Context: an optimization exercise on an open-source flow, tuned for small area, a short achievable clock period and few clock cycles per item. The choices shown serve that exercise and are no tape-out recipe. RTL that was checked went through simulation tests only; none was proved equivalent to the original. Only the layout flow was run in run 2; the RTL was not checked for function there. No activity file was given, so power comes from the tool's default toggle rates.

## flow/design.v (module list and top-level ports; edited modules follow where they fit)
// module ml_accel: 1079 lines
// module fa_cell: 4 lines
// module rd_port: 14 lines
module ml_accel(
    input wire clk,
    input wire rst,
    input wire w_en,
    input wire r_en,
    input wire [5:0] addr,
    input wire [31:0] w_data,
    output reg [31:0] r_data,
    output reg done
    );
  // ...
==> flow/flow/run.sh <==
#!/bin/bash
# Standard layout, with two changes to how cells are sized:
#  - the port buffers are buf_2 cells instead of the default (a delay-buffer
#    cell that timing repair cannot resize away);
#  - timing repair may resize a cell to one of a different width.
set -euo pipefail
export BUFFER_PORTS_ARGS="-buffer_cell sky130_fd_sc_hd__buf_2"
bash standard.sh MATCH_CELL_FOOTPRINT=0 finish > standard.log 2>&1
==> flow/standard.sh <==
#!/bin/bash
# synth_recipe.tcl (not shown) runs the flow's synth.tcl, then flattens the netlist and writes it again
# the make line also repeats each setting of config.mk as NAME=value (left out here)
make -C /OpenROAD-flow-scripts/flow DESIGN_CONFIG=/design/flow/config.mk WORK_HOME=/design/flow/orfs CLKGATE_MAP_FILE= SYNTH_SCRIPT=/design/flow/synth_recipe.tcl "${@:-finish}"
==> flow/config.mk <==
export PLATFORM = sky130hd
export DESIGN_NAME = ml_accel
export DESIGN_NICKNAME = ml_accel
export VERILOG_FILES = /design/flow/design.v
export SDC_FILE = /design/flow/constraint.sdc
export NUM_CORES = 4
export LEC_CHECK = 0
export ABC_AREA = 1
export CAP_MARGIN = 20
export CORE_MARGIN = 2
export CORE_UTILIZATION = 55
export CTS_BUF_LIST = sky130_fd_sc_hd__clkbuf_8 sky130_fd_sc_hd__clkbuf_16
export CTS_CLUSTER_DIAMETER = 80
export CTS_CLUSTER_SIZE = 30
export GPL_ROUTABILITY_DRIVEN = 0
export PLACE_DENSITY = 0.7
export SETUP_SLACK_MARGIN = 4.8
export SLEW_MARGIN = 20
export SYNTH_HIERARCHICAL = 1
export SYNTH_MINIMUM_KEEP_SIZE = 0
==> flow/constraint.sdc <==
create_clock -name core_clock -period 10.0 [get_ports {clk}]
set_input_delay 2.0000 -clock core_clock [delete_from_list [all_inputs] [get_ports {clk}]]
set_output_delay 2.0000 -clock core_clock [all_outputs]
set_load 0.01 [all_outputs]
==> run notes, run 1 <==
- Dominant class by area: multi-input gates
* Total routing usage reported by global routing: 29.9%
- Of all the cell area in the finished design, non-clock buffers hold 2.57%.
* Master cell of the clock root buffer: sky130_fd_sc_hd__clkbuf_16
- Power consumed by the clock network: 1.33 mW
* Critical Path Sink: r_data[11]
- TritonCTS built the clock tree.
- Number of signal-net buffers in the layout: 127
* Clock latency (worst-skew pair): 640 ps
- Clock-pin slew on the worst setup and hold paths: 110 ps
* Port-buffer cells: 74
- Compared with the post-synthesis result, the final layout area differs by 7.02%.
- Floorplan die area: 56900 µm²
- Combinational logic burns 61.4% of the power.
- Headroom to the max-slew limit came out at 25.9%.
- Among all cell types in the netlist, the one instantiated most often is sky130_fd_sc_hd__nand2_1.
- After detailed routing, the number of vias per cell comes to 6.32.
- Summed over all cells, the static leakage comes to 13.4 nW.
- After Yosys synthesis, XOR and XNOR cells account for 8.94% of the synthesized area.
- Count of warnings emitted by yosys: 9
- The flow ran to the end and the layout has no timing, DRC or antenna violations.
- Data arrives at the worst endpoint at 3080 ps.
* Maxcap violations: 0
* Switching power: 4.44 mW
- Along the worst path, the maximum fanout reaches 8.
- Leftover overflow at the end of global routing: 0
Testbench counts, summed over its fixed seeds: cycles 30,962, items 4,000.
==> run 2: changes to the inputs <==
--- a/flow/design.v
+++ b/flow/design.v
@@ -1040,19 +1040,19 @@
                 6'h10: vec_b[0] <= w_data;
                 6'h14: vec_b[1] <= w_data;
                 6'h18: vec_b[2] <= w_data;
                 6'h1C: vec_b[3] <= w_data;
             endcase
         end
     end
     always @(posedge clk) begin
-        diff  <= vec_wr ? (w_data - old_v) : 32'd0;
-        b_one <= bo_v;
-        b_two <= bt_v;
+        diff  <= w_data - old_v;
+        b_one <= bo_v & {16{vec_wr}};
+        b_two <= bt_v & {16{vec_wr}};
         b_neg <= bn_v;
     end
     always @(posedge clk or posedge rst) begin
         if (rst) begin
             va <= 4'd0;
             vb <= 4'd0;
             acc_s <= 32'd0;
             acc_c <= 32'd0;
--- a/flow/config.mk
+++ b/flow/config.mk
@@ -7,14 +7,13 @@
 export LEC_CHECK = 0
 export ABC_AREA = 1
 export CAP_MARGIN = 20
 export CORE_MARGIN = 2
 export CORE_UTILIZATION = 55
 export CTS_BUF_LIST = sky130_fd_sc_hd__clkbuf_8 sky130_fd_sc_hd__clkbuf_16
 export CTS_CLUSTER_DIAMETER = 80
 export CTS_CLUSTER_SIZE = 30
-export GPL_ROUTABILITY_DRIVEN = 0
 export PLACE_DENSITY = 0.7
 export SETUP_SLACK_MARGIN = 4.8
 export SLEW_MARGIN = 20
 export SYNTH_HIERARCHICAL = 1
 export SYNTH_MINIMUM_KEEP_SIZE = 0
==> run 2 against run 1 <==
  * Worst setup slack worse by 76 ps
  * Cell area up 1.7%
  * Total power up 3.9%
  * Final cell count up 5.1%
  * Still clean on timing, DRC and antenna
  * Clock skew down 34 ps
  * Register-to-register slack worse by 50 ps
  * Non-clock buffer count up 5
  * Maximum frequency down 1.5%
  * Synthesized area up 1.3%
  * Clock power about the same
==> run notes, run 2 <==
* Simple-gate share of the synthesized area: 16.3% (was 13.9%)
- The area of the multi-input gates is 17200 µm² (was 16900 µm²).
* Hold Path Sink: vb[3]$_DFFE_PP0P_ (was vb[1]$_DFFE_PP0P_)
* Final setup margin: 4840 ps (was 4920 ps)
- The part of the Yosys area used for sequential elements is 39.4% (was 39.9%).
- The number of levels the H-tree was split into was 1 (unchanged).
* Flop-to-flop setup slack: 4880 ps (was 4930 ps)
- Count of warnings emitted by yosys: 9 (unchanged)
- Post-synthesis net count: 3492 (was 3360)
- Most frequent cells after synthesis: sky130_fd_sc_hd__nand2_1 (551), sky130_fd_sc_hd__xor2_1 (293), sky130_fd_sc_hd__edfxtp_1 (288), sky130_fd_sc_hd__fa_1 (274), sky130_fd_sc_hd__o22ai_1 (254) (was sky130_fd_sc_hd__nand2_1 (492), sky130_fd_sc_hd__edfxtp_1 (288), sky130_fd_sc_hd__xor2_1 (281), sky130_fd_sc_hd__fa_1 (274), sky130_fd_sc_hd__o22ai_1 (254))
- Average cell area after synthesis: 9.93 µm² (was 10.2 µm²)
* Number of flops mapped to enable cells by yosys: 288 (unchanged)
* Delay of the slowest cell on the worst path: 190 ps (was 240 ps)
- Number of global-route vias before repair: 23.1k (was 23.4k)
- The final-report hold violation count is 0 (unchanged).
* Hold buffer count at cts: 0 (unchanged)
- Horizontal die dimension: 240 µm (was 239 µm)
* Critical path cell sequence: buf_2 > nor2_4 > nand2_8 > nor2_4 > buf_2 > nand3_1 > nand2_1 > buf_2 (was buf_6 > nand2_1 > inv_1 > nand2_4 > nor2_8 > nand3_1 > nand2_1 > buf_2)
- The clock transition at the register clock pins on the worst setup and hold paths after CTS came to 110 ps (about the same).
- The post-route total power is 10.4 mW (was 10.0 mW).
- Category of the critical setup timing path: input pin to primary output (unchanged)
- The layout net count is 3476 (was 3346).
* Final slew viol count: 0 (unchanged)
- Largest registers: vec_a (128), vec_b (128) (unchanged).
* Routed length on met1: 36100 µm (was 33200 µm)
- The clock sink count is 441 (unchanged).
- The critical path buffer and inverter count came to 3 (unchanged).
* Clock latency (worst-skew pair): 640 ps (about the same)
- The post-synthesis compound-gate area fraction came to 8.82% (was 10.4%).
- Maxcap violations: 0 (unchanged)
* Hold_ws: 476 ps (was 470 ps)
- The leakage power came to 13.9 nW (was 13.4 nW).
- Vias after detailed routing: 23.5k (was 23.1k)
* Post-synthesis instance area: 30700 µm² (was 30300 µm²)
- CP max-delay cell: sky130_fd_sc_hd__nor2_4 (was sky130_fd_sc_hd__nor2_8)
* Endpoint kind of the worst setup timing path: primary output (unchanged)
* Biggest area consumer among synthesized cells: sky130_fd_sc_hd__edfxtp_1 (unchanged)
- The worst endpoint data arrival time came to 3160 ps (was 3080 ps).
- Leading cell types by total area after synthesis: sky130_fd_sc_hd__edfxtp_1 (28%), sky130_fd_sc_hd__fa_1 (18%), sky130_fd_sc_hd__xor2_1 (8.4%) (was sky130_fd_sc_hd__edfxtp_1 (29%), sky130_fd_sc_hd__fa_1 (18%), sky130_fd_sc_hd__xor2_1 (8.1%))
* Hold wc startpoint: vb[3]$_DFFE_PP0P_ (was vb[1]$_DFFE_PP0P_)
* Setup tns final: 0 ps (unchanged)
* Power density normalized to cell area: 316 nW/µm² (was 309 nW/µm²)
- Count of final setup violators: 0 (unchanged)
- Cell family with most CP delay: simple AND/OR/NAND/NOR gates (unchanged)
* Number of buffers created by CTS: 27 (was 26)
* Reg2reg start: diff[13]$_DFF_P_ (was b_two[7]$_DFF_P_)
* Worst relative slew slack: 25.3% (was 25.9%)
- The detailed-route wire length per cell was 24.3 µm (was 23.2 µm).
- Most common library cell in the layout ignoring fill and taps: sky130_fd_sc_hd__nand2_1 (unchanged)
* Largest family of logic cells by synthesized area: adder cells (unchanged)
- Result of the run: no timing/DRC/antenna violations (unchanged).
- Number of cells traversed by the worst register-to-register path: 10 (unchanged)
- Cell depth of the worst min-delay path: 2 (unchanged)
- The fraction of layout instances using a drive strength above 1 was 7.86% (was 8.73%).
- DRT Wirelength: 93200 µm (was 84700 µm)
* Starting density of the core: 55.7% (was 55.9%)
* TritonCTS clock tree: built (unchanged)
* Setup repair after global routing missed its margin: yes (unchanged)
- Detailed placer's ending HPWL: 66300 µm (was 57600 µm)
- The floorplan die area came to 57700 µm² (was 56900 µm²).
- N_diodes: 0 (was 1)
- The number of DRC markers after the initial detailed-route iteration came to 2689 (was 2554).
- The total of buffers placed on input and output ports came to 74 (unchanged).
* Core Rows: 86 (was 85)
* WP data required: 8000 ps (about the same)
- Measured slew at the worst slew-check pin: 1120 ps (was 1110 ps)
- Number of vias per cell: 6.12 (was 6.32)
- Minimum clock period: 5160 ps (was 5080 ps)
* First-pass iteration count of the detailed router: 7 (was 6)
- Worst r2r dst: acc_s[31]$_DFF_PP0_ (unchanged)
- Post-synth cell types: 47 (was 46)
- The length of routed met2 wiring came to 44400 µm (was 39900 µm).
* Detailed-routed wire length on met3: 7460 µm (was 8060 µm)
- Core area: 55100 µm² (was 54100 µm²)
* Height of the die: 240 µm (was 239 µm)
* Highest routing layer actually used: met4 (unchanged)
- Highest-count cells in the layout ignoring fill and taps: sky130_fd_sc_hd__nand2_1 (546), sky130_fd_sc_hd__xor2_1 (292), sky130_fd_sc_hd__edfxtp_1 (288), sky130_fd_sc_hd__fa_1 (274), sky130_fd_sc_hd__o22ai_1 (254) (was sky130_fd_sc_hd__nand2_1 (490), sky130_fd_sc_hd__edfxtp_1 (288), sky130_fd_sc_hd__xor2_1 (280), sky130_fd_sc_hd__fa_1 (273), sky130_fd_sc_hd__o22ai_1 (254)).
- The I/O pin count is 75 (unchanged).
* Leftover overflow at the end of global routing: 0 (unchanged)
* Global-route wire length before repair: 140000 µm (was 132000 µm)
- Routed Antenna Nets: 0 (unchanged)
* Achievable clock frequency: 0.194 GHz (was 0.197 GHz)
* Total of flip-flops plus latches after synthesis: 441 (unchanged)
- The share of the clock period used by the worst path is 51.6% (was 50.8%).
- Highest net fanout along the worst path: 8 (unchanged)
* Number of fill cells: 4667 (was 4422)
- Number of standard cells after synthesis: 3087 (was 2955)
- The dominant synthesized flop cell was sky130_fd_sc_hd__edfxtp_1 (unchanged).
- Layout-stage area growth over the synthesis result: 7.42% (was 7.02%)
- The buffer levels on the longest clock path is 3 (unchanged).
- The area used by sequential logic in the layout was 12100 µm² (about the same).
* VDD IR max: 0.000326 V (was 0.000301 V)
* Worst clock skew: 29.4 ps (was 63.4 ps)
- The library cell appearing most often on the critical path was sky130_fd_sc_hd__buf_2 (was sky130_fd_sc_hd__nand2_1).
* Place WS: 3490 ps (was 3960 ps)
* Top cell type's share of synthesized area: 28.2% (was 28.6%)
- Synth async-reset ratio: 16.6% (unchanged)
* Total routing usage reported by global routing: 32.4% (was 29.9%)
* Area share of fa/ha/maj cells after synthesis: 21.5% (was 21.8%)
- The path category of the worst min-delay check was flop to flop (unchanged).
* Mux share of post-synthesis cell area: 0% (was 0.0661%)
- Most used standard cell by instance count after synthesis: sky130_fd_sc_hd__nand2_1 (unchanged)
- Gpl congestion: 0.947
- Antenna violations before repair: 0 (was 1)
- The element type at the critical path start is an input pin (unchanged).
* Largest net degree at the start of global routing: 92 (was 82)
- The buffer cell driving the clock tree root is sky130_fd_sc_hd__clkbuf_16 (unchanged).
* Fraction of synthesized cell area in xor and xnor cells: 8.91% (was 8.94%)
* Final routed DRC violation total: 0 (unchanged)
-- run 2: cell types whose count changed after synthesis, moves of 18 or more --
cell and change:
sky130_fd_sc_hd__or2_1 +28, sky130_fd_sc_hd__nand4_1 +32, sky130_fd_sc_hd__nor2_1 +82, sky130_fd_sc_hd__inv_1 +18, sky130_fd_sc_hd__a22oi_1 -45, sky130_fd_sc_hd__nand2_1 +59
sky130_fd_sc_hd__nand2_2 -20
-- run 2: power by group --
part	internal, mW	leakage, nW	switching, mW
Clock	0.563	0.487	0.750
Combinational	2.69	9.32	3.83
Sequential	2.38	4.10	0.198
-- run 2: per-layer routing --
| layer | up-vias | GRT usage (%) |
|---|---|---|
| met2 | 1337 | 54.2 |
| met5 | - | 0 |
| met1 | 11400 | 41.6 |
| met3 | 288 | 4.82 |
| li1 | 10500 | - |
| met4 | 0 | 15.2 |
-- run 2: worst max-delay path by stage --
stage | start | to | cells past startpoint
3_3_place_gp | addr[2] | diff[17]$_DFF_P_ | 16
3_5_place_dp | addr[2] | diff[29]$_DFF_P_ | 18
5_1_grt | addr[2] | diff[22]$_DFF_P_ | 23
2_1_floorplan | addr[5] | vec_b[0][0]$_DFFE_PP_ | 5
4_1_cts | b_one[6]$_DFF_P_ | acc_s[31]$_DFF_PP0_ | 10
6_report | addr[3] | r_data[1] | 8
-- run 2: layout make-up --
class                           instances  area share, %
Inverter                              187           2.21
Clock inverter                         21           1.02
Timing Repair Buffer                  132           2.83
Tap cell                              748           2.84
Clock buffer                           27           2.05
Sequential cell                       441           36.7
Multi-Input combinational cell       2282           52.4
-- run 2: worst min-delay path: stages (launching register included) --
cell and delay (ps):
sky130_fd_sc_hd__dfrtp_1 330, sky130_fd_sc_hd__inv_1 50, sky130_fd_sc_hd__o21ai_0 60
-- run 2: cell families after synthesis --
family                   after synthesis
AO/OA/AOI/OAI                        449
XOR/XNOR                             312
adder cells (fa/ha/maj)              363
buffers and inverters                370
flip-flops                           441
other                                  1
AND/OR/NAND/NOR                     1151
-- run 2: timing repair --
item / in CTS / in global routing
buffers inserted: 7 / 5
pin swaps: 5 / 6
resized for setup: 15 / 25
endpoints found under the setup margin: 58 / 57
cloned: 5 / 2
-- run 2: modules after synthesis (local to each module, per instance) --
| module | cell area (µm²) | times used |
|---|---|---|
| fa_cell | 20.0 | 272 |
| ml_accel | 24600 | 1 |
| rd_port | 632 | 1 |
-- run 2: metrics by stage --
stage	utilization, %	cell area (µm²)	cells
floorplan	-	30700	3087
global placement	57.2	31500	3766
detailed placement	57.2	31500	3767
CTS	59.4	32700	3827
global route	59.8	32900	3838
finish	59.8	32900	3838

-- port drivers added, routing unchanged --
The results above use ideal ports. As a check the final layouts listed here were re-extracted and re-timed, cells and wires unchanged. Step 1 sets driving cells, clkbuf_16 on the clock port and buf_2 on the other inputs (assumed; they add their load-dependent delay and slew). Step 2 times the ports against the registers' clock, not the clock port: input delays grow and output delays shrink by t, the midpoint of the rising clock arrivals with the driver on. a / b / c = ideal ports / drivers / drivers and shift; a / b = the first two.
| run | t, ns | slack for setup (ns) | worst hold slack (ns) | clock arrival spread, ns |
|---|---|---|---|---|
| run 1 | 0.669 | 4.921 / 4.883 / 4.401 | 0.470 / 0.470 / 0.470 | 0.065 / 0.065 |
| run 2 | 0.682 | 4.844 / 4.804 / 4.359 | 0.476 / 0.476 / 0.476 | 0.030 / 0.031 |
After both steps setup and hold are still met in every run listed. For run 1, which loses most, drivers alone change the setup slack by -0.038 ns; drivers and shift together by -0.520 ns.
